Background: an optimization exercise with open tools, aiming at small area, a short achievable clock period and few clock cycles per item. Do not read the settings as production practice. Where RTL was checked, it was by simulation tests only, not by an equivalence proof against the original. For runs 3 to 5, only the layout was checked, not whether the RTL still works. Power figures rest on the tool's default switching activity, not on a simulated workload.

==> flow/design.v <==
module DCSformer(
	clk,
	rst_n,
	i_valid,
	w_valid,
	i_data,
	w_data,
	w_ready,
	o_valid,
	o_data
);
input               clk, rst_n, i_valid, w_valid;
input         [7:0] i_data, w_data;
output logic        w_ready, o_valid;
output logic [31:0] o_data;
localparam [2:0] S_IDLE = 3'd0, S_P1 = 3'd1, S_PRE = 3'd3,
                 S_WAIT = 3'd4, S_P2 = 3'd5;
function automatic [35:0] csa;
	input [17:0] x, y, z;
	begin
		csa = {((x & y) | (x & z) | (y & z)) << 1, x ^ y ^ z};
	end
endfunction
function automatic [61:0] csa31;
	input [30:0] x, y, z;
	begin
		csa31 = {((x & y) | (x & z) | (y & z)) << 1, x ^ y ^ z};
	end
endfunction
logic       iv_r;
logic [7:0] id_r;
always_ff @(posedge clk or negedge rst_n) begin
	if (!rst_n) iv_r <= 1'b0;
	else iv_r <= i_valid;
end
always_ff @(posedge clk) id_r <= i_data;
logic [6:0] cnt;
always_ff @(posedge clk or negedge rst_n) begin
	if (!rst_n) cnt <= 7'd0;
	else if (iv_r) cnt <= cnt + 7'd1;
end
logic [111:0][7:0] xd;
always_ff @(posedge clk) xd <= {xd[110:0], id_r};
logic [2:0] st, st_n;
logic [2:0] s, s_n;      
logic       h, h_n;      
logic [3:0] wcnt;        
logic       wr;          
logic       s2_end;
logic [2:0] row_2, wr_row;
always_comb begin
	st_n = st;
	s_n  = s;
	h_n  = h;
	case (st)
		S_IDLE: begin
			s_n = 3'd0;
			h_n = 1'b0;
			if (s2_end && row_2 == 3'd7) st_n = S_P1;
		end
		S_P1: begin
			s_n = s + 3'd1;
			if (s == 3'd7) st_n = S_PRE;
		end
		S_PRE: begin
			s_n = 3'd0;
			h_n = 1'b0;
			st_n = (wcnt == 4'd8) ? S_P2 : S_WAIT;
		end
		S_WAIT: begin
			if (wcnt == 4'd8) st_n = S_P2;
		end
		S_P2: begin
			h_n = ~h;
			if (h) begin
				s_n = s + 3'd1;
				if (s == 3'd7) st_n = S_IDLE;
			end
		end
		default: st_n = S_IDLE;
	endcase
end
logic q_rrot, q_tadv, q_wrot;
logic s3_o, s3_hi, s4_t, s4_o;
always_ff @(posedge clk or negedge rst_n) begin
	if (!rst_n) begin
		st <= S_IDLE;
		s  <= 3'd0;
		h  <= 1'b0;
		q_rrot <= 1'b0; q_tadv <= 1'b0; q_wrot <= 1'b0;
		p1t <= 1'b0;
		s3_o <= 1'b0; s3_hi <= 1'b0; s4_t <= 1'b0; s4_o <= 1'b0;
		s2_end <= 1'b0;
		wr     <= 1'b0;
		w_ready <= 1'b0;
		o_valid <= 1'b0;
	end else begin
		st <= st_n;
		s  <= s_n;
		h  <= h_n;
		q_rrot  <= (st_n == S_P1 && s_n != 3'd0) || (st_n == S_PRE) || (st_n == S_P2 && h_n);
		q_tadv  <= (st_n == S_PRE) || (st_n == S_P2 && h_n);
		q_wrot  <= (st_n == S_P2 && h_n);
		p1t     <= (st_n == S_P1 && s_n != 3'd0);
		s3_hi   <= (st == S_P2 && h);
		s3_o    <= s3_hi;
		s4_t    <= (st == S_P1);
		s4_o    <= s3_o;
		s2_end  <= iv_r & (cnt[3:0] == 4'd15);
		wr      <= s2_end;
		w_ready <= iv_r && (cnt == 7'd125);
		o_valid <= s4_o;
	end
end
always_ff @(posedge clk) begin
	row_2  <= cnt[6:4];
	wr_row <= row_2;
end
logic [7:0][7:0] wsr;
always_ff @(posedge clk or negedge rst_n) begin
	if (!rst_n) wcnt <= 4'd0;
	else if (st == S_P2) wcnt <= 4'd0;
	else if (w_valid) wcnt <= wcnt + 4'd1;
end
always_ff @(posedge clk) begin
	if (w_valid || q_wrot) wsr <= {(q_wrot ? wsr[0] : w_data), wsr[7:1]};
end
logic [7:0][19:0] acc20;    
logic [7:0][19:0] C0, C1, C2, C3;
logic [3:0][19:0] C4;
logic wrA0, wrA1, wrA2, wrA3, wrA4, wrB1, wrB2, wrB3;
assign wrA0 = wr;
assign wrA1 = wr && wr_row >= 3'd1;
assign wrA2 = wr && wr_row >= 3'd2;
assign wrA3 = wr && wr_row >= 3'd3;
assign wrA4 = wr && wr_row >= 3'd4;
assign wrB3 = wr && wr_row >= 3'd5;
assign wrB2 = wr && wr_row >= 3'd6;
assign wrB1 = wr && wr_row == 3'd7;
always_ff @(posedge clk) begin
	if (q_rrot || wrA0) C0 <= {(q_rrot ? C0[0] : acc20[0]), C0[7:1]};
	if (q_rrot || wrA1) C1[6:0] <= {(q_rrot ? C1[7] : acc20[1]), C1[6:1]};
	if (q_rrot || wrB1) C1[7]   <= q_rrot ? C1[0] : acc20[7];
	if (q_rrot || wrA2) C2[5:0] <= {(q_rrot ? C2[6] : acc20[2]), C2[5:1]};
	if (q_rrot || wrB2) C2[7:6] <= {(q_rrot ? C2[0] : acc20[6]), C2[7]};
	if (q_rrot || wrA3) C3[4:0] <= {(q_rrot ? C3[5] : acc20[3]), C3[4:1]};
	if (q_rrot || wrB3) C3[7:5] <= {(q_rrot ? C3[0] : acc20[5]), C3[7:6]};
	if (q_rrot || wrA4) C4 <= {(q_rrot ? C4[0] : acc20[4]), C4[3:1]};
end
logic [7:0][19:0] tap, tapn;
assign tap[0] = C0[0]; assign tapn[0] = C0[1];
assign tap[1] = C1[7]; assign tapn[1] = C1[0];
assign tap[2] = C2[6]; assign tapn[2] = C2[7];
assign tap[3] = C3[5]; assign tapn[3] = C3[6];
assign tap[4] = C4[0]; assign tapn[4] = C4[1];
assign tap[5] = C3[0]; assign tapn[5] = C3[1];
assign tap[6] = C2[0]; assign tapn[6] = C2[1];
assign tap[7] = C1[0]; assign tapn[7] = C1[1];
logic [7:0][27:0] acc;
logic [7:0]       mask;
logic [7:0][19:0] tq;       
logic [6:0] nidx;           
assign nidx = iv_r ? cnt + 7'd1 : cnt;
logic [7:0] mask_n;         
logic [7:0] sin, slo, shi, sw, clr, thi;
logic       p1t;            
logic       p2h0_n, p2h1_n;
assign p2h0_n = (st_n == S_P2) && !h_n;
assign p2h1_n = (st_n == S_P2) && h_n;
genvar m;
generate
	for (m = 0; m < 8; m = m + 1) begin : lane
		logic [9:0]  a;
		logic [7:0]  b;
		logic [7:0]  xtap;
		logic [35:0] l1a, l1b, l2a, l2b, l3, l4;
		logic [17:0] ps, pc;
		logic [27:0] A, T1, T2;
		if (m == 0) begin : g0
			assign xtap = id_r;
		end else begin : gm
			assign xtap = xd[16*m-1];
		end
		always_ff @(posedge clk or negedge rst_n) begin
			if (!rst_n) begin
				sin[m] <= 1'b0; slo[m] <= 1'b0; shi[m] <= 1'b0; sw[m] <= 1'b0;
				clr[m] <= 1'b0; thi[m] <= 1'b0;
			end else begin
				sin[m] <= i_valid && (nidx[6:4] >= m);
				slo[m] <= p2h0_n && mask_n[m];
				shi[m] <= p2h1_n && mask_n[m];
				sw[m]  <= (st_n == S_P2) && mask_n[m];
				clr[m] <= (sin[m] && cnt[3:0] == 4'd0) || (s2_end && row_2 == 3'd7) ||
				          (st == S_P2 && !h);
				thi[m] <= shi[m];
			end
		end
		assign mask_n[m] = q_tadv ? (tapn[m] >= tq[2]) : mask[m];
		assign a = ({10{shi[m]}} & tap[m][19:10]) | ({10{slo[m]}} & tap[m][9:0]) |
		           ({10{sin[m]}} & {2'b00, id_r});
		assign b = ({8{sw[m]}} & wsr[(8-m)%8]) | ({8{sin[m]}} & xtap);
		wire [17:0] pp0 = {8'd0, (a & {10{b[0]}})};
		wire [17:0] pp1 = {7'd0, (a & {10{b[1]}}), 1'd0};
		wire [17:0] pp2 = {6'd0, (a & {10{b[2]}}), 2'd0};
		wire [17:0] pp3 = {5'd0, (a & {10{b[3]}}), 3'd0};
		wire [17:0] pp4 = {4'd0, (a & {10{b[4]}}), 4'd0};
		wire [17:0] pp5 = {3'd0, (a & {10{b[5]}}), 5'd0};
		wire [17:0] pp6 = {2'd0, (a & {10{b[6]}}), 6'd0};
		wire [17:0] pp7 = {1'd0, (a & {10{b[7]}}), 7'd0};
		assign l1a = csa(pp0, pp1, pp2);
		assign l1b = csa(pp3, pp4, pp5);
		assign l2a = csa(l1a[17:0], l1a[35:18], l1b[17:0]);
		assign l2b = csa(l1b[35:18], pp6, pp7);
		assign l3  = csa(l2a[17:0], l2a[35:18], l2b[17:0]);
		assign l4  = csa(l3[17:0], l3[35:18], l2b[35:18]);
		always_ff @(posedge clk) begin
			ps <= l4[17:0];
			pc <= l4[35:18];
		end
		assign A  = clr[m] ? 28'd0 : acc[m];
		assign T1 = thi[m] ? {ps, 10'd0} : {10'd0, ps};
		assign T2 = thi[m] ? {pc, 10'd0} : {10'd0, pc};
		always_ff @(posedge clk) begin
			acc[m] <= A + T1 + T2;
			mask[m] <= mask_n[m];
		end
		assign acc20[m] = acc[m][19:0];
	end
endgenerate
logic [61:0] t1a, t1b, t2a, t2b, t3, t4;
logic [30:0] ts, tc, tsum;
logic [7:0][27:0] tin;
for (genvar k = 0; k < 8; k = k + 1) begin : g_tin
	assign tin[k] = acc[k] | ({8'd0, tap[k]} & {28{p1t}});
end
assign t1a = csa31({3'd0, tin[0]}, {3'd0, tin[1]}, {3'd0, tin[2]});
assign t1b = csa31({3'd0, tin[3]}, {3'd0, tin[4]}, {3'd0, tin[5]});
assign t2a = csa31(t1a[30:0], t1a[61:31], t1b[30:0]);
assign t2b = csa31(t1b[61:31], {3'd0, tin[6]}, {3'd0, tin[7]});
assign t3  = csa31(t2a[30:0], t2a[61:31], t2b[30:0]);
assign t4  = csa31(t3[30:0], t3[61:31], t2b[61:31]);
always_ff @(posedge clk) begin
	ts <= t4[30:0];
	tc <= t4[61:31];
end
assign tsum = ts + tc;
always_ff @(posedge clk) begin
	if (s4_t || q_tadv) tq <= {(s4_t ? tsum[22:3] : tq[0]), tq[7:1]};
	o_data <= {1'b0, tsum};
end
endmodule
==> flow/flow/run.sh <==
#!/bin/bash
set -uo pipefail
cd "$(dirname "$0")/.."
bash standard.sh SETUP_SLACK_MARGIN=8.5 SKIP_GATE_CLONING=1 \
  "BUFFER_PORTS_ARGS=-buffer_cell sky130_fd_sc_hd__buf_4" finish > flow_standard.log 2>&1
==> flow/standard.sh <==
#!/bin/bash
# synth_recipe.tcl (not shown) runs the flow's synth.tcl, then flattens the netlist and writes it again
# the make line also repeats each setting of config.mk as NAME=value (left out here)
make -C /OpenROAD-flow-scripts/flow DESIGN_CONFIG=/design/flow/config.mk WORK_HOME=/design/flow/orfs CLKGATE_MAP_FILE= SYNTH_SCRIPT=/design/flow/synth_recipe.tcl "${@:-finish}"
==> flow/config.mk <==
export PLATFORM = sky130hd
export DESIGN_NAME = DCSformer
export DESIGN_NICKNAME = DCSformer
export VERILOG_FILES = /design/flow/design.v
export SDC_FILE = /design/flow/constraint.sdc
export NUM_CORES = 4
export LEC_CHECK = 0
export CAP_MARGIN = 20
export CORE_MARGIN = 2
export CORE_UTILIZATION = 30
export CTS_CLUSTER_DIAMETER = 100
export CTS_CLUSTER_SIZE = 30
export PLACE_DENSITY = 0.5
export SLEW_MARGIN = 20
==> flow/constraint.sdc <==
create_clock -name core_clock -period 12.0 [get_ports {clk}]
set_input_delay 2.4000 -clock core_clock [delete_from_list [all_inputs] [get_ports {clk}]]
set_output_delay 2.4000 -clock core_clock [all_outputs]
set_load 0.01 [all_outputs]
==> notes.md, run 1 <==
* Status: complete, no violations
* Worst r2r dst: acc[167]$_DFF_P_
* Part of the power in registers at 53.0%
* Hold wc startpoint: xd[597]$_DFF_P_
* CP max stage delay at 370 ps
* Clk pwr share at 25.7%
* Die area at 363000 sq um
* Number of max-cap violations at 0
* Final wirelength at 332000 um
* Die Ht at 603 um
* Share of cells above drive strength 1 at 12.4%
* Crit path buf inv count at 1
* Final #Nets at 9949
* Yosys top cell area share at 27.4%
* CP Launch Type: flop
* H-tree Lvls at 3
* Initial Utilization at 30.2%
* Fin. Hold Viols at 0
* Largest net degree at the start of global routing at 94
* RR Startpoint: thi[5]$_DFF_PN0_
* Gate power share at 21.3%
* RSZ-0062 raised after global routing: yes
* Warnings from Yosys at 1
* Post-layout util at between 30% and 40%
* Crit path max-delay cell type: dfxtp_4
* Distinct cells, synth at between 80 and 90
* Yosys reg bits at 2493
* Final Setup Violations at 0
* Crit path max-delay family: flip-flops
* Port bufs at 52
* Vias in the first global route at 63800
* Seq/Total Area, Yosys at between 50% and 60%
* DR DRC count at 0
* Pwr dens at 158 nW/um^2
* DR WL/cell at 24.6 um
* Sw frac at 31.6%
* Fmax at 262 MHz
* Std cell rows at ~220
* Largest cells by area after synthesis: dfxtp_1 27%, edfxtp_1 26%, fa_1 14%
* Drt pass-1 iters at 7
* Area growth, synth to finish at 13.0%
* Total negative slack at 0 ps
* CTS root buf: clkbuf_16
* Hold path depth at 0
* Grt ovf at 0
* R2R Setup Slk at 8380 ps
* WP depth at 1
* Top_reg_cell synth: dfxtp_1
* Period utilisation layout at 31.8%
* Cells after synthesis at 8419
* Mapped Avg Cell Area at 12.8 sq um
* Post-synth EDFFs at between 900 and 1000
* Largest area contributor in the netlist: dfxtp_1
* Global-route wire length before repair at 465000 um
* Synth Cell Area at 108000 sq um
* Post-DP HPWL at 251000 um
* Routed Antenna Nets at 0
* Setup CP Type: flop to output pin
* Hold WS at 315 ps
* Internal power at 13100 uW
* Gpl congestion at 0.932
* Critical Path AT at approximately 1400 ps
* CTS Buffer Depth at 4
* Num Clock Sinks at 2493
* Syn_nets at 9756
* Ys async rst share at 3.13%
* Initial antenna violation count at 32
* CP endpoint kind: output pin
* Core area at 356000 sq um
* Filler instances at between 30000 and 40000
* Max rail drop VDD at 0.142 mV
* Leak at 0.0492 uW
* Crit-path max FO at 1
* Slew @ Worst Pin at 1110 ps
* DR vias/cell at 4.74
* CTS tree: built
* Post-CTS Hold Fix Bufs at 0
* FF-to-FF path depth at 14
* Clock latency (worst-skew pair) at 960 ps
* Crit-path cells: buf_6
* Required @ worst endpoint at 9600 ps
* # IOs at 54
* Initial DRC count at 6482
* Hold Path End: xd[605]$_DFF_P_
* GRT Total Usage at 17.8%
* Worst slew margin at 25.9%
* Final min period at roughly 3800 ps
* Die Width at 603 um
* Hold Crit Class: flop to flop
* Reg clk slew, reported paths at 100 ps
* Max-slew violations at 0
* Setup Skew at ~86 ps
* Via count at 63800
* P_sw at 6050 uW
* Cts bufs inserted at 115
-- area by class of cell --
class	instances	area, sq um	area share (%)
multi-input cells	4884	45900	37.7
flip-flops and latches	2493	59900	49.3
repair buffers	279	2880	2.37
clock buffers	157	3100	2.55
well taps	4751	5940	4.89
diodes	14	35.0	0.0288
inverters	839	3160	2.60
clock inverters	47	747	0.614
-- through the flow --
step	cell area [sq um]	cells	worst slack, ps	total power (uW)
floorplan	108000	8419	8510	12500
global placement	114000	13100	7840	14100
detailed placement	114000	13100	7820	14200
CTS	119000	13400	8080	19200
global route	122000	13500	8090	20000
finish	122000	13500	8180	19200
-- worst reg2reg max path, cell delays in order, from the launching register on --
cell and delay [ps]:
dfrtp_1 420, buf_12 150, buf_12 140, buf_6 140
buf_4 160, nor2b_4 120, fa_2 480, ha_4 280
nand2_2 80, o21ai_4 80, a2111o_1 370, a2111o_1 480
a311o_1 390, a21oi_2 140, xnor2_1 120
-- power by group through the flow --
stage | Combinational (uW) | Clock [uW] | Sequential [uW]
2_1_floorplan | 2430 | 0 | 10100
3_3_place_gp | 3730 | 0 | 10400
3_5_place_dp | 3800 | 0 | 10400
4_1_cts | 3970 | 5090 | 10200
5_1_grt | 4450 | 5360 | 10200
6_report | 4080 | 4930 | 10200
-- what timing repair did --
action | 4_1_cts | 5_1_grt
resized for setup | 262 | 336
pin swaps | 22 | 119
cloned | 0 | 0
buffers inserted | 80 | 90
endpoints found under the setup margin | 343 | 192
-- flip-flops by register name (all words and copies together), names as in the netlist, 28 cells and up --
| register | count |
|---|---|
| C1 | 160 |
| o_data | 31 |
| wsr | 64 |
| tq | 160 |
| acc | 224 |
| C2 | 160 |
| C0 | 160 |
| ts | 30 |
| C4 | 80 |
| C3 | 160 |
| lane.ps | 136 |
| xd | 896 |
| lane.pc | 104 |
| tc | 28 |
-- placed cells by master, fill, tap and decap left out, types with 230 or more instances in the layout --
cell         n
nor2_1     230
nand2b_1   307
inv_1      828
ha_1       501
nand2_1    825
dfxtp_1   1427
a21oi_1    332
a21o_1     248
fa_1       740
edfxtp_1   944
-- cells in the mapped netlist (all sizes together) (87+ instances only) --
cell and instances:
dfxtp 1471, edfxtp 944, nand2 870, inv 839
fa 751, ha 566, a21oi 380, nand2b 332
a21o 248, nor2 232, mux2 185, clkbuf 182
xnor2 161, nor2b 158, o21ai 142, a22oi 105
mux2i 87
-- how the worst max path moves through the flow --
stage | end | start | slack, ps
2_1_floorplan | acc[167]$_DFF_P_ | thi[5]$_DFF_PN0_ | 8510
3_3_place_gp | ts[10]$_DFF_P_ | p1t$_DFF_PN0_ | 7840
3_5_place_dp | ts[7]$_DFF_P_ | p1t$_DFF_PN0_ | 7820
4_1_cts | o_valid | o_valid$_DFF_PN0_ | 8080
5_1_grt | o_valid | o_valid$_DFF_PN0_ | 8090
6_report | o_data[27] | o_data[27]$_DFF_P_ | 8180
-- layer usage --
metal	share of wire (%)	track usage, %
met4	3.1	4.94
met1	45	25.3
met3	6.4	2.40
met2	45	28.2
met5	0	0
-- cell families (layout without fill, tap and decap cells) --
logic type | Yosys count | in the layout | share of synthesized area (%)
AOI/OAI and AO/OA | 1195 | 1195 | 7.43
xor gates and xnor gates | 222 | 222 | 1.81
adders and majority gates | 1317 | 1317 | 20.6
buffers and inverters | 1042 | 1322 | 3.64
DFF | 2493 | 2493 | 55.5
muxes | 272 | 272 | 2.75
other | 1 | 15 | 0.00349
and+or+nand+nor | 1877 | 1877 | 8.27
Testbench counts, summed over its fixed seeds: cycles 10,260, items 64.
==> run 2, diff against run 1 <==
--- a/flow/config.mk
+++ b/flow/config.mk
@@ -8,7 +8,5 @@
 export CAP_MARGIN = 20
 export CORE_MARGIN = 2
 export CORE_UTILIZATION = 30
-export CTS_CLUSTER_DIAMETER = 100
-export CTS_CLUSTER_SIZE = 30
 export PLACE_DENSITY = 0.5
 export SLEW_MARGIN = 20
==> notes.md, run 2 <==
* Status: complete, no violations (unchanged)
* Final Setup Violations at 0 (unchanged)
* Number of max-cap violations at 0 (unchanged)
* CP endpoint kind: output pin (unchanged)
* Crit path max-delay family: flip-flops (unchanged)
* Global-route wire length before repair at 472000 um (was 465000 um)
* Cells after synthesis at 8419 (unchanged)
* Part of the power in registers at 44.5% (was 53.0%)
* Distinct cells, synth at 89 (unchanged)
* Final wirelength at 336000 um (was 332000 um)
* Port bufs at 52 (unchanged)
* CP max stage delay at 350 ps (was 370 ps)
* Final #Nets at 10100 (was 9949)
* CTS root buf: clkbuf_16 (unchanged)
* Period utilisation layout at 31.4% (was 31.8%)
* Cts bufs inserted at 274 (was 115)
* CP Launch Type: flop (unchanged)
* Syn_nets at 9756 (unchanged)
* Count leader, synth: dfxtp_1 (unchanged)
* Gate power share at 18.4% (was 21.3%)
* Setup CP Type: flop to output pin (unchanged)
* Post-synth EDFFs at 944 (unchanged)
* CTS Buffer Depth at 4 (unchanged)
* Mapped Avg Cell Area at 12.8 sq um (unchanged)
* Synth Cell Area at 108000 sq um (unchanged)
* Std cell rows at 219 (unchanged)
* Max-slew violations at 0 (unchanged)
* Largest area contributor in the netlist: dfxtp_1 (unchanged)
* Post-CTS Hold Fix Bufs at 0 (unchanged)
* Seq/Total Area, Yosys at 55.5% (unchanged)
* Crit-path cells: buf_6 (unchanged)
* Core area at 356000 sq um (unchanged)
* Fmax at 265 MHz (was 262 MHz)
* Yosys reg bits at 2493 (unchanged)
* Filler instances at 34500 (was 34800)
* CTS tree: built (unchanged)
* Clock latency (worst-skew pair) at 900 ps (was 960 ps)
* Crit-path max FO at 1 (unchanged)
* Setup Skew at 60.6 ps (was 86.2 ps)
* Drt pass-1 iters at 8 (was 7)
* GRT Total Usage at 18.0% (was 17.8%)
* Yosys top cell area share at 27.4% (unchanged)
* Slew @ Worst Pin at 1160 ps (was 1110 ps)
* Sw frac at 29.4% (was 31.6%)
* H-tree Lvls at 5 (was 3)
* Vias in the first global route at 66000 (was 63800)
* Internal power at 16200 uW (was 13100 uW)
* Final min period at 3770 ps (was 3820 ps)
* Total negative slack at 0 ps (unchanged)
* Leading cell type in the layout, fill and taps excluded: dfxtp_1 (unchanged)
* Leak at 0.0518 uW (was 0.0492 uW)
* Post-DP HPWL at 251000 um (unchanged)
* Largest cells by area after synthesis: dfxtp_1 27%, edfxtp_1 26%, fa_1 14% (unchanged)
* Commonest cells post-synth: 1471 x dfxtp_1, 944 x edfxtp_1, 870 x nand2_1 (unchanged)
* # IOs at 54 (unchanged)
* DR vias/cell at 4.75 (was 4.74)
* Grt ovf at 0 (unchanged)
* Die Ht at 603 um (unchanged)
* Ys async rst share at 3.13% (unchanged)
* Die Width at 603 um (unchanged)
* Fin. Hold Viols at 0 (unchanged)
* Max rail drop VDD at 0.151 mV (was 0.142 mV)
* Largest net degree at the start of global routing at 94 (unchanged)
* Initial Utilization at 30.2% (unchanged)
* Initial DRC count at 6475 (was 6482)
* Share of cells above drive strength 1 at 15.3% (was 12.4%)
* Die area at 363000 sq um (unchanged)
* Most frequent cells in the layout: 1428 x dfxtp_1, 944 x edfxtp_1, 829 x nand2_1 (was 1427 x dfxtp_1, 944 x edfxtp_1, 828 x inv_1)
* Crit path buf inv count at 1 (unchanged)
* Instance area at placement at 114000 sq um (unchanged)
* Required @ worst endpoint at 9600 ps (about the same)
* RSZ-0062 raised after global routing: yes (unchanged)
* Pwr dens at 180 nW/um^2 (was 158 nW/um^2)
* Critical Path AT at 1370 ps (was 1420 ps)
* Warnings from Yosys at 1 (unchanged)
* Crit path max-delay cell type: dfxtp_4 (unchanged)
* P_sw at 6730 uW (was 6050 uW)
* Gpl congestion at 0.932 (unchanged)
* Top_reg_cell synth: dfxtp_1 (unchanged)
* Area growth, synth to finish at 18.1% (was 13.0%)
* Routed Antenna Nets at 0 (unchanged)
* Num Clock Sinks at 2493 (unchanged)
* Clk pwr share at 37.1% (was 25.7%)
* Max reg flops at 896 (unchanged)
* Reg clk slew, reported paths at 60 ps (was 100 ps)
* Worst slew margin at 23.0% (was 25.9%)
* Biggest regs: xd x896, acc x224 (unchanged)
* DR DRC count at 0 (unchanged)
* Hold Crit Class: flop to flop (unchanged)
* Via count at 65300 (was 63800)
* DR WL/cell at 24.4 um (was 24.6 um)
* Post-layout util at 35.6% (was 34.1%)
* Fin area at 127000 sq um (was 122000 sq um)
* Initial antenna violation count at 31 (was 32)
* Largest Register: xd (unchanged)
run 2: cell counts after synthesis:
Identical to the previous run, type by type.
run 2: repair_timing:
| item | CTS | global route |
|---|---|---|
| pin swaps | 28 | 118 |
| endpoints found under the setup margin | 345 | 211 |
| endpoints found under the hold margin | 0 | 0 |
| setup buffers | 83 | 86 |
| resized for setup | 253 | 373 |
run 2: power groups by stage:
stage	registers, uW	clock network (uW)	logic, uW
after detailed placement	10400	0	3800
after global routing	10200	9030	4590
after floorplan	10100	0	2430
final	10200	8500	4230
after global placement	10400	0	3730
after CTS	10200	8700	3970
run 2: worst register-to-register path: stages (launching register included):
cell     delay, ps
dfrtp_4        500
buf_12         150
buf_4          160
buf_16         210
a21oi_2        360
fa_1           560
fa_2           580
fa_1           420
inv_1           80
fa_1           420
run 2: worst paths after layout:
check | start | to | slack, ps | cells past startpoint
min reg2reg | xd[867]$_DFF_P_ | xd[875]$_DFF_P_ | 300 | 0
max reg2reg | p1t$_DFF_PN0_ | ts[5]$_DFF_P_ | 8430 | 9
min in group asynchronous | rst_n | thi[1]$_DFF_PN0_ | 1580 | 1
min | xd[867]$_DFF_P_ | xd[875]$_DFF_P_ | 300 | 0
max | o_data[27]$_DFF_P_ | o_data[27] | 8230 | 1
max in group asynchronous | rst_n | sin[3]$_DFF_PN0_ | 8960 | 2
run 2: cells by family after synthesis:
family	synth area share [%]
mux	2.75
other cells	0.00349
simple gates	8.27
flops	55.5
xor+xnor	1.81
buf+inv	3.64
compound gates	7.43
fa+ha+maj	20.6
run 2: metrics by stage:
step,cells,power (uW),setup slack (ps),hold slack (ps)
global placement,13100,14100,7840,310
CTS,13700,22900,8130,309
detailed placement,13100,14200,7820,312
finish,13800,22900,8230,303
floorplan,8419,12500,8510,310
global route,13700,23900,8150,315
run 2: layer usage:
metal  global-route usage, %  share of wire (%)
met2                    28.2                 45
met4                    5.92                3.7
met1                    25.3                 45
met5                       0                  0
met3                    3.02                6.8
run 2: area by class of cell:
type / count / area (sq um) / share of cell area [%]
Sequential cell: 2493 / 59900 / 47.1
Timing Repair Buffer: 277 / 3010 / 2.37
Multi-Input combinational cell: 4884 / 45900 / 36.1
Clock buffer: 370 / 7760 / 6.11
Inverter: 839 / 3160 / 2.48
Antenna cell: 18 / 45.0 / 0.0355
Clock inverter: 128 / 1320 / 1.04
Tap cell: 4751 / 5940 / 4.68
==> run 3, diff against run 2 <==
--- a/flow/design.v
+++ b/flow/design.v
@@ -48,6 +48,8 @@
 logic       wr;          
 logic       s2_end;
 logic [2:0] row_2, wr_row;
+logic w_all;
+assign w_all = (wcnt == 4'd8) || (wcnt == 4'd7 && w_valid);
 always_comb begin
 	st_n = st;
 	s_n  = s;
@@ -65,10 +67,10 @@
 		S_PRE: begin
 			s_n = 3'd0;
 			h_n = 1'b0;
-			st_n = (wcnt == 4'd8) ? S_P2 : S_WAIT;
+			st_n = w_all ? S_P2 : S_WAIT;
 		end
 		S_WAIT: begin
-			if (wcnt == 4'd8) st_n = S_P2;
+			if (w_all) st_n = S_P2;
 		end
 		S_P2: begin
 			h_n = ~h;
--- a/flow/config.mk
+++ b/flow/config.mk
@@ -8,5 +8,7 @@
 export CAP_MARGIN = 20
 export CORE_MARGIN = 2
 export CORE_UTILIZATION = 30
+export CTS_CLUSTER_DIAMETER = 100
+export CTS_CLUSTER_SIZE = 22
 export PLACE_DENSITY = 0.5
 export SLEW_MARGIN = 20
==> notes.md, run 3 <==
* Final WS setup at 8100 ps (was 8230 ps)
* Initial DRC count at 6162 (was 6475)
* CP endpoint kind: output pin (unchanged)
* Yosys reg bits at 2493 (unchanged)
* Main combinational cell family by area after synthesis: adder cells (unchanged)
* Pwr dens at 239 nW/um^2 (was 180 nW/um^2)
* Synth Area in Compound Gates at 6.89% (was 7.43%)
* Hold path depth at 0 (unchanged)
* Post-Synth XOR/XNOR Area at 1.93% (was 1.81%)
* Crit path max-delay family: flip-flops (unchanged)
* Setup Skew at 51.0 ps (was 60.6 ps)
* RSZ-0062 raised after global routing: yes (unchanged)
* Warnings from Yosys at 1 (unchanged)
* Yosys top cell area share at 27.6% (was 27.4%)
* # IOs at 54 (unchanged)
* CTS Buffer Depth at 4 (unchanged)
* Required @ worst endpoint at 9600 ps (about the same)
* Crit-path max FO at 1 (unchanged)
* Port bufs at 52 (unchanged)
* Seq/Total Area, Yosys at 56.0% (was 55.5%)
* Global-route wire length before repair at 467000 um (was 472000 um)
* Simple-gate share of the synthesized area at 8.08% (was 8.27%)
* Cts bufs inserted at 149 (was 274)
* Worst slew margin at 30.5% (was 23.0%)
* Largest net degree at the start of global routing at 100 (was 94)
* Slew @ Worst Pin at 1040 ps (was 1160 ps)
* GRT Total Usage at 18.0% (about the same)
* Vias in the first global route at 63800 (was 66000)
* Crit path max-delay cell type: dfrtp_2 (was dfxtp_4)
* Number of max-cap violations at 0 (unchanged)
* FF-to-FF path depth at 16 (was 9)
* Setup CP Type: flop to output pin (unchanged)
* DR WL/cell at 24.8 um (was 24.4 um)
* Largest Register: xd (unchanged)
* CP max stage delay at 480 ps (was 350 ps)
* WP depth at 1 (unchanged)
* Die Ht at 600 um (was 603 um)
* Post-CTS Hold Fix Bufs at 0 (unchanged)
* Ys async rst share at 3.13% (unchanged)
* DR vias/cell at 4.73 (was 4.75)
* Reg clk slew, reported paths at 90 ps (was 60 ps)
* Commonest cells post-synth: 1471 x dfxtp_1, 944 x edfxtp_1, 855 x nand2_1 (was 1471 x dfxtp_1, 944 x edfxtp_1, 870 x nand2_1)
* Std cell rows at 219 (unchanged)
* Mapped Avg Cell Area at 12.9 sq um (was 12.8 sq um)
* Final min period at 3900 ps (was 3770 ps)
* Crit-path cells: buf_6 (unchanged)
* Max reg flops at 896 (unchanged)
* Fmax at 257 MHz (was 265 MHz)
* Syn_nets at 9606 (was 9756)
* Count leader, synth: dfxtp_1 (unchanged)
* Post-DP HPWL at 248000 um (was 251000 um)
* Largest cells by area after synthesis: dfxtp_1 28%, edfxtp_1 27%, fa_1 14% (was dfxtp_1 27%, edfxtp_1 26%, fa_1 14%)
* Post-synthesis mux area share at 2.74% (was 2.75%)
* CTS root buf: clkbuf_16 (unchanged)
* Via count at 63600 (was 65300)
* Hold Crit Class: flop to flop (unchanged)
* Max-slew violations at 0 (unchanged)
* Distinct cells, synth at 76 (was 89)
* Drt pass-1 iters at 6 (was 8)
* Final wirelength at 333000 um (was 336000 um)
* Synth Cell Area at 107000 sq um (was 108000 sq um)
* Initial Utilization at 30.1% (was 30.2%)
* Fin. Hold Viols at 0 (unchanged)
* H-tree Lvls at 4 (was 5)
* Filler instances at 34500 (about the same)
* Share of cells above drive strength 1 at 16.1% (was 15.3%)
* Num Clock Sinks at 2493 (unchanged)
* Gpl congestion at 0.953 (was 0.932)
* Clock latency (worst-skew pair) at 870 ps (was 900 ps)
* Die area at 360000 sq um (was 363000 sq um)
* Status: complete, no violations (unchanged)
* Final Setup Violations at 0 (unchanged)
* Top_reg_cell synth: dfxtp_1 (unchanged)
* CTS tree: built (unchanged)
* Final #Nets at 9944 (was 10100)
* Cells after synthesis at 8269 (was 8419)
* Critical Path AT at 1500 ps (was 1370 ps)
* Grt ovf at 0 (unchanged)
* Die Width at 600 um (was 603 um)
* Total negative slack at 0 ps (unchanged)
* Initial antenna violation count at 32 (was 31)
* Largest area contributor in the netlist: dfxtp_1 (unchanged)
* Routed Antenna Nets at 0 (unchanged)
* Post-synthesis adder-cell area fraction at 20.7% (was 20.6%)
* Period utilisation layout at 32.5% (was 31.4%)
* Pre-CTS setup slack at 7450 ps (was 7820 ps)
* Area growth, synth to finish at 16.1% (was 18.1%)
* Biggest regs: xd x896, acc x224 (unchanged)
* Most frequent cells in the layout: 1424 x dfxtp_1, 944 x edfxtp_1, 809 x inv_1 (was 1428 x dfxtp_1, 944 x edfxtp_1, 829 x nand2_1)
* Leak at 0.0503 uW (was 0.0518 uW)
* Core area at 355000 sq um (was 356000 sq um)
* Post-synth EDFFs at 944 (unchanged)
* CP Launch Type: flop (unchanged)
* Max rail drop VDD at 0.153 mV (was 0.151 mV)
* Leading cell type in the layout, fill and taps excluded: dfxtp_1 (unchanged)
* DR DRC count at 0 (unchanged)
* Crit path buf inv count at 1 (unchanged)
run 3: changes by cell type in the layout (fill, tap and decap cells not counted), moves of 23 or more:
cell and change:
a21o_1 -31, clkbuf_8 -30, buf_4 +67, o21ai_0 -26, clkinv_2 -42, nand2_1 -27, nor3_1 -25, a21oi_1 -38
buf_6 +23, ha_4 +26, nand2b_1 -35, clkbuf_16 -130, nand2b_4 +25
run 3: final timing paths:
path | start | to | slack (ps)
setup / recovery | w_ready$_DFF_PN0_ | w_ready | 8100
max in group asynchronous | rst_n | sin[0]$_DFF_PN0_ | 8880
hold / removal | xd[838]$_DFF_P_ | xd[846]$_DFF_P_ | 270
hold reg to reg | xd[838]$_DFF_P_ | xd[846]$_DFF_P_ | 270
min in group asynchronous | rst_n | clr[4]$_DFF_PN0_ | 1520
setup reg to reg | thi[0]$_DFF_PN0_ | acc[26]$_DFF_P_ | 8180
run 3: logic make-up (layout without fill, tap and decap cells):
logic type               count (synthesis)  after routing
AO/OA/AOI/OAI                         1101           1101
XOR/XNOR                               235            235
adder cells (fa/ha/maj)               1317           1317
buffers and inverters                 1033           1465
flip-flops                            2493           2493
multiplexers                           269            269
other                                    1             11
AND/OR/NAND/NOR                       1820           1820
run 3: layout make-up:
cell class	instances	area (sq um)	area share (%)
Clock inverter	40	510	0.412
Tap cell	4751	5940	4.80
Antenna cell	10	25.0	0.0202
Sequential cell	2493	59900	48.3
Inverter	842	3180	2.56
Clock buffer	205	4060	3.28
Multi-Input combinational cell	4743	46300	37.3
Timing Repair Buffer	378	4010	3.24
run 3: through the flow:
step / power [uW] / util, % / hold slack (ps) / area, sq um / instances
after global routing: 31400 / 34.9 / 269 / 124000 / 13500
final: 29600 / 34.9 / 273 / 124000 / 13500
after global placement: 22500 / 31.9 / 310 / 113000 / 12900
after detailed placement: 22700 / 31.9 / 312 / 113000 / 12900
after CTS: 29100 / 34.2 / 269 / 121000 / 13300
after floorplan: 18300 / - / 310 / 107000 / 8269
run 3: timing repair:
action	4_1_cts	5_1_grt
setup endpoints to repair	769	533
endpoints found under the hold margin	0	0
buffers inserted	159	105
cloned	0	0
resized for setup	465	387
pin swaps	105	190
run 3: metal layers:
| metal | GRT usage [%] | part of all wire, % | up-vias |
|---|---|---|---|
| met3 | 2.66 | 6.7 | 431 |
| met1 | 25.0 | 44 | 32800 |
| met5 | 0 | 0.0075 | - |
| met4 | 6.41 | 4.0 | 4 |
| met2 | 28.4 | 45 | 2031 |
| li1 | - | - | 28300 |
run 3: where the power goes:
group | switching [uW] | internal (uW)
clock network | 3010 | 2470
logic | 6970 | 4650
registers | 1660 | 10900
==> run 4, diff against run 3 <==
--- a/flow/config.mk
+++ b/flow/config.mk
@@ -5,6 +5,7 @@
 export SDC_FILE = /design/flow/constraint.sdc
 export NUM_CORES = 4
 export LEC_CHECK = 0
+export ABC_AREA = 1
 export CAP_MARGIN = 20
 export CORE_MARGIN = 2
 export CORE_UTILIZATION = 30
==> notes.md, run 4 <==
* Gpl congestion at 1.01 (was 0.953)
* Most frequent cells in the layout: 2810 x nand2_1, 1659 x inv_1, 1440 x dfxtp_1 (was 1424 x dfxtp_1, 944 x edfxtp_1, 809 x inv_1)
* Initial DRC count at 7297 (was 6162)
* Distinct cells, synth at 53 (was 76)
* Die Ht at 613 um (was 600 um)
* Commonest cells post-synth: 2817 x nand2_1, 1689 x inv_1, 1471 x dfxtp_1 (was 1471 x dfxtp_1, 944 x edfxtp_1, 855 x nand2_1)
* Setup Skew at 69.3 ps (was 51.0 ps)
* Initial Utilization at 30.1% (about the same)
* Initial antenna violation count at 38 (was 32)
* Count leader, synth: nand2_1 (was dfxtp_1)
* Share of cells above drive strength 1 at 6.46% (was 16.1%)
* Final min period at 3890 ps (was 3900 ps)
* CTS tree: built (unchanged)
* Post-DP HPWL at 274000 um (was 248000 um)
* Ys async rst share at 3.13% (unchanged)
* DR WL/cell at 22.1 um (was 24.8 um)
* CP max stage delay at 480 ps (about the same)
* H-tree Lvls at 4 (unchanged)
* Required @ worst endpoint at 9600 ps (about the same)
* Setup CP Type: flop to output pin (unchanged)
* Fin. Hold Viols at 0 (unchanged)
* Yosys reg bits at 2493 (unchanged)
* Post-synth EDFFs at 944 (unchanged)
* Drt pass-1 iters at 6 (unchanged)
* DR vias/cell at 4.58 (was 4.73)
* Syn_nets at 12000 (was 9606)
* Via count at 72400 (was 63600)
* Fmax at 257 MHz (about the same)
* Seq/Total Area, Yosys at 53.7% (was 56.0%)
* Max rail drop VDD at 0.144 mV (was 0.153 mV)
* Number of max-cap violations at 0 (unchanged)
* # IOs at 54 (unchanged)
* Mapped Avg Cell Area at 10.4 sq um (was 12.9 sq um)
* Largest net degree at the start of global routing at 90 (was 100)
* Largest cells by area after synthesis: dfxtp_1 26%, edfxtp_1 25%, fa_1 14% (was dfxtp_1 28%, edfxtp_1 27%, fa_1 14%)
* Worst slew margin at 18.6% (was 30.5%)
* Hold Crit Class: flop to flop (unchanged)
* Crit-path cells: buf_6 (unchanged)
* Hold path depth at 0 (unchanged)
* Warnings from Yosys at 1 (unchanged)
* Clock latency (worst-skew pair) at 890 ps (was 870 ps)
* Crit path buf inv count at 1 (unchanged)
* Pwr dens at 201 nW/um^2 (was 239 nW/um^2)
* Max-slew violations at 0 (unchanged)
* CTS Buffer Depth at 4 (unchanged)
* Largest Register: xd (unchanged)
* Num Clock Sinks at 2493 (unchanged)
* Reg clk slew, reported paths at 80 ps (was 90 ps)
* Final #Nets at 12100 (was 9944)
* Routed Antenna Nets at 0 (unchanged)
* CTS root buf: clkbuf_16 (unchanged)
* Crit path max-delay cell type: dfrtp_2 (unchanged)
* Placed cell count at 15500 (was 12900)
* Top_reg_cell synth: dfxtp_1 (unchanged)
* Critical Path AT at 1490 ps (was 1500 ps)
* Crit-path max FO at 1 (unchanged)
* Filler instances at 37700 (was 34500)
* GRT Total Usage at 18.4% (was 18.0%)
* Post-CTS Hold Fix Bufs at 0 (unchanged)
* CP endpoint kind: output pin (unchanged)
* Leading cell type in the layout, fill and taps excluded: nand2_1 (was dfxtp_1)
* Slew @ Worst Pin at 1220 ps (was 1040 ps)
* Instance area at placement at 117000 sq um (was 113000 sq um)
* Largest area contributor in the netlist: dfxtp_1 (unchanged)
* Std cell rows at 223 (was 219)
* Vias in the first global route at 70500 (was 63800)
* RSZ-0062 raised after global routing: yes (unchanged)
* Final Setup Violations at 0 (unchanged)
* Die area at 376000 sq um (was 360000 sq um)
* Post-route insts no fill at 15800 (was 13500)
* DR DRC count at 0 (unchanged)
* Cells after synthesis at 10700 (was 8269)
* Fin area at 125000 sq um (was 124000 sq um)
* Global-route wire length before repair at 497000 um (was 467000 um)
* Period utilisation layout at 32.4% (was 32.5%)
* WP depth at 1 (unchanged)
* Cts bufs inserted at 151 (was 149)
* Port bufs at 52 (unchanged)
* Status: complete, no violations (unchanged)
* Total Power at 25000 uW (was 29600 uW)
* Total negative slack at 0 ps (unchanged)
* Grt ovf at 0 (unchanged)
* Final wirelength at 350000 um (was 333000 um)
* Leak at 0.0543 uW (was 0.0503 uW)
* Yosys top cell area share at 26.5% (was 27.6%)
* Core area at 369000 sq um (was 355000 sq um)
* Crit path max-delay family: flip-flops (unchanged)
* Biggest regs: xd x896, acc x224 (unchanged)
* FF-to-FF path depth at 9 (was 16)
* Die Width at 613 um (was 600 um)
* Max reg flops at 896 (unchanged)
* Synth Cell Area at 111000 sq um (was 107000 sq um)
* Area growth, synth to finish at 12.0% (was 16.1%)
* CP Launch Type: flop (unchanged)
* R2R Setup Slk at 8360 ps (was 8180 ps)
-- run 4: per-layer routing --
layer / vias up / global-route usage, % / wire length (um)
met1: 35500 / 25.9 / 157000
met4: 6 / 8.84 / 18700
met2: 2526 / 27.4 / 148000
met5: - / 0 / 35
met3: 528 / 2.95 / 25300
li1: 33900 / - / -
-- run 4: worst paths after layout --
path                                    from                to
max                        w_ready$_DFF_PN0_           w_ready
min                          xd[832]$_DFF_P_   xd[840]$_DFF_P_
max reg2reg                    p1t$_DFF_PN0_     ts[2]$_DFF_P_
min reg2reg                  xd[832]$_DFF_P_   xd[840]$_DFF_P_
max in group asynchronous              rst_n  sin[1]$_DFF_PN0_
min in group asynchronous              rst_n  sin[4]$_DFF_PN0_
-- run 4: cells by family after synthesis --
family,after synthesis,synth area share [%]
AND/OR/NAND/NOR,3799,13.7
AO/OA/AOI/OAI,961,4.78
other,1,0.00337
adder cells (fa/ha/maj),1317,19.9
flip-flops,2493,53.7
multiplexers,24,0.216
buffers and inverters,1922,6.52
XOR/XNOR,149,1.17
-- run 4: what timing repair did --
action                     4_1_cts  5_1_grt
pin swaps                       23       56
cloned                           0        0
gates resized for setup        290      189
setup endpoints to repair      442      241
setup buffers                   33       41
-- run 4: where the power goes --
group	leakage (uW)	switching [uW]	internal (uW)	total (uW)
Clock	0.00221	2990	2490	5480
Sequential	0.0219	896	10500	11400
Combinational	0.0302	5570	2600	8170
Total	0.0543	9460	15600	25000
-- run 4: through the flow --
step | hold slack [ps] | worst slack, ps | utilization, %
finish | 305 | 8110 | 33.8
global route | 315 | 8080 | 33.8
CTS | 302 | 8050 | 33.5
detailed placement | 312 | 7550 | 31.8
global placement | 310 | 7540 | 31.8
floorplan | 310 | 7370 | -
-- run 4: layout make-up --
cell class,instances,area (sq um),share of cell area (%)
multi-input cells,6251,45600,36.6
repair buffers,180,1910,1.53
clock buffers,203,4060,3.26
inverters,1702,6470,5.19
flip-flops and latches,2493,59800,48.0
clock inverters,41,502,0.403
well taps,4950,6190,4.97
diodes,8,20.0,0.0161
==> run 5, diff against run 4 <==
==> flow/flow/run.sh (replaced) <==
#!/bin/bash
set -uo pipefail
cd "$(dirname "$0")/.."
sed 's/yosys synth -nofsm -noshare /yosys synth -nofsm -noshare -noabc /' synth_recipe.tcl > synth_noabc.tcl
grep -q -- '-nofsm -noshare -noabc' synth_noabc.tcl || { echo "could not derive synth_noabc.tcl" > flow_standard.log; exit 1; }
bash standard.sh SYNTH_SCRIPT="$PWD/synth_noabc.tcl" SETUP_SLACK_MARGIN=8.5 SKIP_GATE_CLONING=1 \
  "BUFFER_PORTS_ARGS=-buffer_cell sky130_fd_sc_hd__buf_4" finish > flow_standard.log 2>&1
--- a/flow/config.mk
+++ b/flow/config.mk
@@ -5,7 +5,6 @@
 export SDC_FILE = /design/flow/constraint.sdc
 export NUM_CORES = 4
 export LEC_CHECK = 0
-export ABC_AREA = 1
 export CAP_MARGIN = 20
 export CORE_MARGIN = 2
 export CORE_UTILIZATION = 30
==> notes.md, run 5 <==
* Distinct cells, synth at 83 (was 53)
* Synth Cell Area at 104000 sq um (was 111000 sq um)
* Gpl congestion at 0.966 (was 1.01)
* Fin. Hold Viols at 0 (unchanged)
* Num Clock Sinks at 2493 (unchanged)
* P_sw at 11600 uW (was 9460 uW)
* CP endpoint kind: flop (was output pin)
* Largest net degree at the start of global routing at 87 (was 90)
* Via count at 61200 (was 72400)
* Slew @ Worst Pin at 1110 ps (was 1220 ps)
* H-tree Lvls at 4 (unchanged)
* CTS tree: built (unchanged)
* Setup CP Type: flop to flop (was flop to output pin)
* Die Ht at 594 um (was 613 um)
* Post-CTS Hold Fix Bufs at 0 (unchanged)
* Post-DP HPWL at 240000 um (was 274000 um)
* Placed cell count at 12000 (was 15500)
* Pwr dens at 248 nW/um^2 (was 201 nW/um^2)
* Gate power share at 40.0% (was 32.6%)
* Period utilisation layout at 31.5% (was 32.4%)
* Max rail drop VDD at 0.185 mV (was 0.144 mV)
* CP Launch Type: flop (unchanged)
* Max-slew violations at 0 (unchanged)
* Worst slew margin at 25.9% (was 18.6%)
* Warnings from Yosys at 1 (unchanged)
* Register area at 59800 sq um (about the same)
* Std cell rows at 216 (was 223)
* Largest area contributor in the netlist: dfxtp_1 (unchanged)
* Cts bufs inserted at 149 (was 151)
* Share of cells above drive strength 1 at 19.9% (was 6.46%)
* Total negative slack at 0 ps (unchanged)
* CTS Buffer Depth at 4 (unchanged)
* Fin area at 122000 sq um (was 125000 sq um)
* Mapped Avg Cell Area at 13.9 sq um (was 10.4 sq um)
* Filler instances at 33200 (was 37700)
* Count leader, synth: dfxtp_1 (was nand2_1)
* Final Setup Violations at 0 (unchanged)
* Top_reg_cell synth: dfxtp_1 (unchanged)
* Global-route wire length before repair at 449000 um (was 497000 um)
* Final wirelength at 320000 um (was 350000 um)
* Yosys reg bits at 2493 (unchanged)
* Syn_nets at 8827 (was 12000)
* Drt pass-1 iters at 11 (was 6)
* Number of max-cap violations at 0 (unchanged)
* CTS root buf: clkbuf_16 (unchanged)
* Clock latency (worst-skew pair) at 900 ps (was 890 ps)
* Fmax at 265 MHz (was 257 MHz)
* Part of the power in registers at 41.6% (was 45.5%)
* Commonest cells post-synth: 1471 x dfxtp_1, 944 x edfxtp_1, 801 x nor2_1 (was 2817 x nand2_1, 1689 x inv_1, 1471 x dfxtp_1)
* Reg clk slew, reported paths at 90 ps (was 80 ps)
* Grt ovf at 0 (unchanged)
* Status: complete, no violations (unchanged)
* Largest Register: xd (unchanged)
* Clk pwr share at 18.3% (was 21.9%)
* Area growth, synth to finish at 16.9% (was 12.0%)
* Routed Antenna Nets at 0 (unchanged)
* Biggest regs: xd x896, acc x224 (unchanged)
* Die area at 353000 sq um (was 376000 sq um)
* Vias in the first global route at 61800 (was 70500)
* Final min period at 3780 ps (was 3890 ps)
* Post-synth EDFFs at 944 (unchanged)
* Hold Crit Class: flop to flop (unchanged)
* Instance area at placement at 111000 sq um (was 117000 sq um)
* Seq/Total Area, Yosys at 57.2% (was 53.7%)
* DR WL/cell at 25.3 um (was 22.1 um)
* Cells after synthesis at 7488 (was 10700)
* Sw frac at 38.5% (was 37.8%)
* Final #Nets at 9281 (was 12100)
* Internal power at 18600 uW (was 15600 uW)
* Crit-path max FO at 11 (was 1)
* Largest cells by area after synthesis: dfxtp_1 28%, edfxtp_1 27%, fa_1 14% (was dfxtp_1 26%, edfxtp_1 25%, fa_1 14%)
* Critical Path AT at 4520 ps (was 1490 ps)
* Port bufs at 52 (unchanged)
* Leak at 0.0514 uW (was 0.0543 uW)
* Initial DRC count at 6317 (was 7297)
* Leading cell type in the layout, fill and taps excluded: dfxtp_1 (was nand2_1)
* Post-route insts no fill at 12600 (was 15800)
* # IOs at 54 (unchanged)
* Multi-input logic area at 46200 sq um (was 45600 sq um)
* RSZ-0062 raised after global routing: yes (unchanged)
* GRT Total Usage at 17.6% (was 18.4%)
* Yosys top cell area share at 28.2% (was 26.5%)
* Max reg flops at 896 (unchanged)
* Initial Utilization at 30.2% (was 30.1%)
* Most frequent cells in the layout: 1430 x dfxtp_1, 944 x edfxtp_1, 752 x nor2_1 (was 2810 x nand2_1, 1659 x inv_1, 1440 x dfxtp_1)
* DR DRC count at 0 (unchanged)
* Ys async rst share at 3.13% (unchanged)
* Initial antenna violation count at 23 (was 38)
* Die Width at 594 um (was 613 um)
* Required @ worst endpoint at 12740 ps (was 9600 ps)
* Setup Skew at 57.1 ps (was 69.3 ps)
* DR vias/cell at 4.84 (was 4.58)
* Core area at 346000 sq um (was 369000 sq um)
## run 5: cell count changes in the layout (fill, tap and decap cells not counted), sizes merged, moves of 178 or more
cell   previous run  this run
nor2b             3       413
o21ai           384       131
mux2              0       268
buf             177       532
nor2            462       802
a21o             14       329
a21oi           414       236
inv            1709       120
nand2          2817       112
nand3           281        52
## run 5: power groups by stage
stage | clock (uW) | sequential (uW) | combinational, uW
6_report | 5540 | 12600 | 12100
5_1_grt | 6020 | 12700 | 13300
4_1_cts | 5740 | 12600 | 11300
3_5_place_dp | 0 | 12800 | 10400
3_3_place_gp | 0 | 12800 | 10100
2_1_floorplan | 0 | 11700 | 7040
## run 5: repair_timing
item | CTS | global route
setup buffers | 185 | 152
endpoints found under the setup margin | 497 | 276
pin swaps | 215 | 336
resized for setup | 403 | 453
## run 5: worst max-delay path: stages (launching register included)
cell and delay, ps:
dfrtp_2 530, a222oi_1 690, buf_4 280, buf_12 130
nor2_2 40, fa_2 530, fa_2 440, fa_2 550
fa_2 430
## run 5: path summary, 6_finish.rpt
| path | slack (ps) | depth (start not counted) | to | start |
|---|---|---|---|---|
| worst max-delay path | 8220 | 8 | lane[0].ps[7]$_DFF_P_ | shi[0]$_DFF_PN0_ |
| worst min register to register | 300 | 0 | xd[221]$_DFF_P_ | xd[213]$_DFF_P_ |
| worst max register to register | 8220 | 8 | lane[0].ps[7]$_DFF_P_ | shi[0]$_DFF_PN0_ |
| worst min-delay path | 300 | 0 | xd[221]$_DFF_P_ | xd[213]$_DFF_P_ |
| min in group asynchronous | 1620 | 1 | s4_o$_DFF_PN0_ | rst_n |
| max in group asynchronous | 9020 | 2 | shi[5]$_DFF_PN0_ | rst_n |
## run 5: logic make-up (layout without fill, tap and decap cells)
logic type                 count (synthesis)  after routing  share of synthesized area, %
xor gates and xnor gates                 224            224                          1.88
and+or+nand+nor                         1756           1756                          8.27
DFF                                     2493           2493                          57.2
muxes                                    269            269                          2.90
AOI/OAI and AO/OA                       1093           1093                          7.31
other                                      1             12                       0.00359
buffers and inverters                    333            884                          1.20
adders and majority gates               1319           1319                          21.2
## run 5: final cells by class
type / count / area share [%]
Sequential cell: 2493 / 49.0
Multi-Input combinational cell: 4662 / 37.9
Tap cell: 4578 / 4.69
Timing Repair Buffer: 534 / 4.24
Clock buffer: 206 / 3.31
Clock inverter: 42 / 0.519
Inverter: 102 / 0.320
Antenna cell: 11 / 0.0226
## run 5: through the flow
stage               hold slack, ps  setup WS (ps)  total power (uW)  utilization [%]
floorplan                      310           8480             18700                -
global placement               310           7480             22900             32.0
detailed placement             312           7480             23200             32.0
CTS                            301           8140             29600             34.3
global route                   303           8160             32000             35.2
finish                         300           8220             30200             35.2
## run 5: metal layers
layer / vias up / routed length [um] / track usage (%)
met5: - / 0 / 0
met1: 31600 / 141000 / 24.3
met2: 2058 / 143000 / 27.5
met4: 0 / 15400 / 7.49
met3: 451 / 19900 / 2.65
li1: 27000 / - / -
==> run 6, diff against run 5 <==
--- a/flow/design.v
+++ b/flow/design.v
@@ -164,7 +164,7 @@
 logic [6:0] nidx;           
 assign nidx = iv_r ? cnt + 7'd1 : cnt;
 logic [7:0] mask_n;         
-logic [7:0] sin, slo, shi, sw, clr, thi;
+logic [7:0] sin, slo, shi, sw, clr, ash;
 logic       p1t;            
 logic       p2h0_n, p2h1_n;
 assign p2h0_n = (st_n == S_P2) && !h_n;
@@ -177,7 +177,7 @@
 		logic [7:0]  xtap;
 		logic [35:0] l1a, l1b, l2a, l2b, l3, l4;
 		logic [17:0] ps, pc;
-		logic [27:0] A, T1, T2;
+		logic [27:0] A;
 		if (m == 0) begin : g0
 			assign xtap = id_r;
 		end else begin : gm
@@ -186,15 +186,15 @@
 		always_ff @(posedge clk or negedge rst_n) begin
 			if (!rst_n) begin
 				sin[m] <= 1'b0; slo[m] <= 1'b0; shi[m] <= 1'b0; sw[m] <= 1'b0;
-				clr[m] <= 1'b0; thi[m] <= 1'b0;
+				clr[m] <= 1'b0; ash[m] <= 1'b0;
 			end else begin
 				sin[m] <= i_valid && (nidx[6:4] >= m);
-				slo[m] <= p2h0_n && mask_n[m];
-				shi[m] <= p2h1_n && mask_n[m];
+				shi[m] <= p2h0_n && mask_n[m];
+				slo[m] <= p2h1_n && mask_n[m];
 				sw[m]  <= (st_n == S_P2) && mask_n[m];
 				clr[m] <= (sin[m] && cnt[3:0] == 4'd0) || (s2_end && row_2 == 3'd7) ||
 				          (st == S_P2 && !h);
-				thi[m] <= shi[m];
+				ash[m] <= slo[m];
 			end
 		end
 		assign mask_n[m] = q_tadv ? (tapn[m] >= tq[2]) : mask[m];
@@ -219,11 +219,9 @@
 			ps <= l4[17:0];
 			pc <= l4[35:18];
 		end
-		assign A  = clr[m] ? 28'd0 : acc[m];
-		assign T1 = thi[m] ? {ps, 10'd0} : {10'd0, ps};
-		assign T2 = thi[m] ? {pc, 10'd0} : {10'd0, pc};
+		assign A  = clr[m] ? 28'd0 : (ash[m] ? {acc[m][17:0], 10'd0} : acc[m]);
 		always_ff @(posedge clk) begin
-			acc[m] <= A + T1 + T2;
+			acc[m] <= A + {10'd0, ps} + {10'd0, pc};
 			mask[m] <= mask_n[m];
 		end
 		assign acc20[m] = acc[m][19:0];
==> flow/flow/run.sh (replaced) <==
#!/bin/bash
set -uo pipefail
cd "$(dirname "$0")/.."
sed 's/yosys synth -nofsm -noshare /yosys synth -nofsm -noshare -noabc /' synth_recipe.tcl > synth_noabc.tcl
grep -q -- '-nofsm -noshare -noabc' synth_noabc.tcl || { echo "could not derive synth_noabc.tcl" > flow_standard.log; exit 1; }
bash standard.sh SYNTH_SCRIPT="$PWD/synth_noabc.tcl" SETUP_SLACK_MARGIN=8.1 SKIP_GATE_CLONING=1 \
  "BUFFER_PORTS_ARGS=-buffer_cell sky130_fd_sc_hd__buf_4" finish > flow_standard.log 2>&1
--- a/flow/config.mk
+++ b/flow/config.mk
@@ -7,8 +7,8 @@
 export LEC_CHECK = 0
 export CAP_MARGIN = 20
 export CORE_MARGIN = 2
-export CORE_UTILIZATION = 30
+export CORE_UTILIZATION = 50
 export CTS_CLUSTER_DIAMETER = 100
 export CTS_CLUSTER_SIZE = 22
-export PLACE_DENSITY = 0.5
+export PLACE_DENSITY = 0.6
 export SLEW_MARGIN = 20
==> notes.md, run 6 <==
* Mapped Avg Cell Area at 14.4 sq um (was 13.9 sq um)
* Core area at 197000 sq um (was 346000 sq um)
* Vias in the first global route at 54900 (was 61800)
* Via count at 55900 (was 61200)
* Warnings from Yosys at 1 (unchanged)
* Leak at 0.0454 uW (was 0.0514 uW)
* Count leader, synth: dfxtp_1 (unchanged)
* Hold Crit Class: flop to flop (unchanged)
* Pre-CTS setup slack at 7590 ps (was 7480 ps)
* Ys async rst share at 3.13% (unchanged)
* CTS tree: built (unchanged)
* Synth Cell Area at 98900 sq um (was 104000 sq um)
* Gpl congestion at 1.02 (was 0.966)
* Crit-path cells: a222oi_1, buf_4, buf_4, nor2_1, fa_1, fa_1, fa_1, fa_1 (was a222oi_1, buf_4, buf_12, nor2_2, fa_2, fa_2, fa_2, fa_2)
* Yosys reg bits at 2493 (unchanged)
* Total negative slack at 0 ps (unchanged)
* GRT Total Usage at 27.1% (was 17.6%)
* Simple-gate share of the synthesized area at 6.29% (was 8.27%)
* Filler instances at 16200 (was 33200)
* Slew @ Worst Pin at 1130 ps (was 1110 ps)
* Top_reg_cell synth: dfxtp_1 (unchanged)
* Synth Area in Compound Gates at 6.75% (was 7.31%)
* Post-synth EDFFs at 944 (unchanged)
* Biggest regs: xd x896, acc x224 (unchanged)
* Post-DP HPWL at 207000 um (was 240000 um)
* Area growth, synth to finish at 9.13% (was 16.9%)
* Total Power at 18200 uW (was 30200 uW)
* Setup CP Type: flop to flop (unchanged)
* DR DRC count at 0 (unchanged)
* Die area at 201000 sq um (was 353000 sq um)
* Cells after synthesis at 6882 (was 7488)
* Final #Nets at 8258 (was 9281)
* Fmax at 257 MHz (was 265 MHz)
* Largest net degree at the start of global routing at 86 (was 87)
* Largest area contributor in the netlist: dfxtp_1 (unchanged)
* Crit path buf inv count at 2 (unchanged)
* Post-CTS Hold Fix Bufs at 0 (unchanged)
* FF-to-FF path depth at 8 (unchanged)
* Hold path depth at 0 (unchanged)
* Port bufs at 52 (unchanged)
* Number of max-cap violations at 0 (unchanged)
* Reg clk slew, reported paths at 100 ps (was 90 ps)
* # IOs at 54 (unchanged)
* RSZ-0062 raised after global routing: yes (unchanged)
* Period utilisation layout at 32.4% (was 31.5%)
* H-tree Lvls at 4 (unchanged)
* Setup Skew at 48.3 ps (was 57.1 ps)
* Final wirelength at 274000 um (was 320000 um)
* Fin. Hold Viols at 0 (unchanged)
* CP max stage delay at 960 ps (was 690 ps)
* Status: complete, no violations (unchanged)
* Commonest cells post-synth: 1471 x dfxtp_1, 944 x edfxtp_1, 920 x nor2_1 (was 1471 x dfxtp_1, 944 x edfxtp_1, 801 x nor2_1)
* Max-slew violations at 0 (unchanged)
* Distinct cells, synth at 76 (was 83)
* Cell mode on critical path: fa_1 (was fa_2)
* Initial antenna violation count at 29 (was 23)
* Hold WS at 311 ps (was 300 ps)
* Worst slew margin at 24.1% (was 25.9%)
* Die Ht at 449 um (was 594 um)
* Syn_nets at 8085 (was 8827)
* Critical Path AT at 4610 ps (was 4520 ps)
* Required @ worst endpoint at 12730 ps (was 12740 ps)
* Final WS setup at 8120 ps (was 8220 ps)
* Clock latency (worst-skew pair) at 850 ps (was 900 ps)
* Routed Antenna Nets at 0 (unchanged)
* Max reg flops at 896 (unchanged)
* CP Launch Type: flop (unchanged)
* Global-route wire length before repair at 392000 um (was 449000 um)
* Post-Synth XOR/XNOR Area at 1.85% (was 1.88%)
* Post-layout util at 54.8% (was 35.2%)
* DR vias/cell at 5.70 (was 4.84)
* Largest Register: xd (unchanged)
* Seq/Total Area, Yosys at 60.4% (was 57.2%)
* Num Clock Sinks at 2493 (unchanged)
* Std cell rows at 163 (was 216)
* Leading cell type in the layout, fill and taps excluded: dfxtp_1 (unchanged)
* Final Setup Violations at 0 (unchanged)
* Main combinational cell family by area after synthesis: adder cells (unchanged)
* CTS root buf: clkbuf_16 (unchanged)
* Final min period at 3880 ps (was 3780 ps)
* Crit path max-delay cell type: a222oi_1 (unchanged)
* Most frequent cells in the layout: 1464 x dfxtp_1, 944 x edfxtp_1, 912 x nor2_1 (was 1430 x dfxtp_1, 944 x edfxtp_1, 752 x nor2_1)
* CP endpoint kind: flop (unchanged)
* Yosys top cell area share at 29.8% (was 28.2%)
* Die Width at 449 um (was 594 um)
* Post-synthesis mux area share at 3.54% (was 2.90%)
* CTS Buffer Depth at 3 (was 4)
* Grt ovf at 0 (unchanged)
* Drt pass-1 iters at 13 (was 11)
* Crit-path max FO at 10 (was 11)
* Pwr dens at 169 nW/um^2 (was 248 nW/um^2)
* DR WL/cell at 28.0 um (was 25.3 um)
* Max rail drop VDD at 0.149 mV (was 0.185 mV)
* Crit path max-delay family: adder cells (unchanged)
* Post-synthesis adder-cell area fraction at 20.1% (was 21.2%)
* Initial Utilization at 50.2% (was 30.2%)
* WP depth at 8 (unchanged)
* Share of cells above drive strength 1 at 9.96% (was 19.9%)
* Initial DRC count at 6696 (was 6317)
* Largest cells by area after synthesis: dfxtp_1 30%, edfxtp_1 29%, fa_1 14% (was dfxtp_1 28%, edfxtp_1 27%, fa_1 14%)
* Cts bufs inserted at 136 (was 149)
run 6: changes by cell type in the layout (fill, tap and decap cells not counted), sizes merged, moves of 56 or more:
| cell | before | now |
|---|---|---|
| nor2b | 413 | 43 |
| a21o | 329 | 272 |
| and2 | 175 | 93 |
| nor2 | 802 | 920 |
| mux2i | 1 | 137 |
| mux2 | 268 | 189 |
| fa | 751 | 671 |
| buf | 532 | 230 |
| ha | 568 | 512 |
run 6: worst register-to-register path, delay by kind of cell, from the launching register on:
kind / cells / cell delay, ps
AOI/OAI and AO/OA: 1 / 960
adders and majority gates: 4 / 1780
buffers and inverters: 2 / 400
DFF: 1 / 580
and+or+nand+nor: 1 / 50
run 6: logic make-up (layout without fill, tap and decap cells):
| kind of cell | after synthesis | in the layout |
|---|---|---|
| flip-flops | 2493 | 2493 |
| AO/OA/AOI/OAI | 961 | 961 |
| AND/OR/NAND/NOR | 1417 | 1417 |
| multiplexers | 326 | 326 |
| adder cells (fa/ha/maj) | 1183 | 1183 |
| buffers and inverters | 292 | 546 |
| other | 1 | 26 |
| XOR/XNOR | 209 | 209 |
run 6: final timing paths:
| check | slack [ps] | startpoint | to |
|---|---|---|---|
| worst max-delay path | 8120 | shi[1]$_DFF_PN0_ | lane[1].ps[7]$_DFF_P_ |
| worst min-delay path | 310 | xd[83]$_DFF_P_ | xd[91]$_DFF_P_ |
| worst max register to register | 8120 | shi[1]$_DFF_PN0_ | lane[1].ps[7]$_DFF_P_ |
| worst min register to register | 310 | xd[83]$_DFF_P_ | xd[91]$_DFF_P_ |
| max in group asynchronous | 9000 | rst_n | q_rrot$_DFF_PN0_ |
| min in group asynchronous | 1620 | rst_n | ash[4]$_DFF_PN0_ |
run 6: through the flow:
step           std cells  instance area (sq um)
2_1_floorplan       6882                  99000
3_3_place_gp        9487                 103000
3_5_place_dp        9506                 103000
4_1_cts             9755                 108000
5_1_grt             9791                 108000
6_report            9801                 108000
run 6: final cells by class:
| type | count | area [sq um] | share of cell area (%) |
|---|---|---|---|
| Multi-Input combinational cell | 4097 | 38500 | 35.6 |
| Inverter | 90 | 338 | 0.313 |
| Antenna cell | 25 | 62.6 | 0.0580 |
| Timing Repair Buffer | 237 | 1810 | 1.67 |
| Clock buffer | 192 | 3650 | 3.39 |
| Sequential cell | 2493 | 59800 | 55.4 |
| Tap cell | 2640 | 3300 | 3.06 |
| Clock inverter | 27 | 513 | 0.475 |
run 6: per-layer routing:
metal	vias to the layer above	global-route usage [%]	part of all wire, %	wire [um]
met5	-	0	0.023	64
met4	8	11.6	5.0	13600
met3	506	4.66	8.1	22100
met2	2402	40.6	44	120000
met1	28500	39.1	43	119000
li1	24500	-	-	-
run 6: timing repair:
action	4_1_cts	5_1_grt
setup endpoints to repair	171	122
pin swaps	13	9
gates resized for setup	53	63
setup buffers	30	16
run 6: report_power, final:
group / internal, uW / switching [uW] / total, uW / leakage, uW
combinational: 1310 / 1990 / 3300 / 0.0222
sequential: 9370 / 527 / 9900 / 0.0212
clock: 2210 / 2830 / 5040 / 0.00197
Testbench counts of run 6, summed over its fixed seeds: cycles 10,222, items 64.

## static timing again, ports no longer ideal
How much do the figures lean on ideal ports? The routed layouts below were timed once more, with nothing changed but the port constraints. Step 1 sets driving cells, clkbuf_16 on the clock port and buf_2 on the other inputs (assumed; they add their load-dependent delay and slew). Step 2 adds t to the input delays and takes it off the output delays; t is the mean of the earliest and latest rising clock arrival at the registers after step 1. Input paths then give back, and output paths get back, about the clock's delay inside the block. Three values: ideal, step 1, step 2; two values: the first two.
run	t (ns)	slack for setup (ns)	worst register clock-pin slew, ns	worst data-port slew with drivers (ns)
run 1	1.012	8.179 / 8.081 / 8.069	0.12 / 0.12	0.04
run 2	0.966	8.229 / 8.138 / 8.058	0.07 / 0.07	0.05
run 3	0.950	8.104 / 8.006 / 7.654	0.11 / 0.11	0.12
run 4	0.959	8.111 / 8.012 / 7.746	0.10 / 0.10	0.23
run 5	0.967	8.222 / 8.135 / 7.680	0.11 / 0.11	0.07
run 6	0.922	8.116 / 8.090 / 7.600	0.10 / 0.10	0.08
After both steps every run listed still meets setup and hold. The setup slack of run 5, which loses most, moves by -0.087 ns with the drivers and by -0.542 ns with both steps.
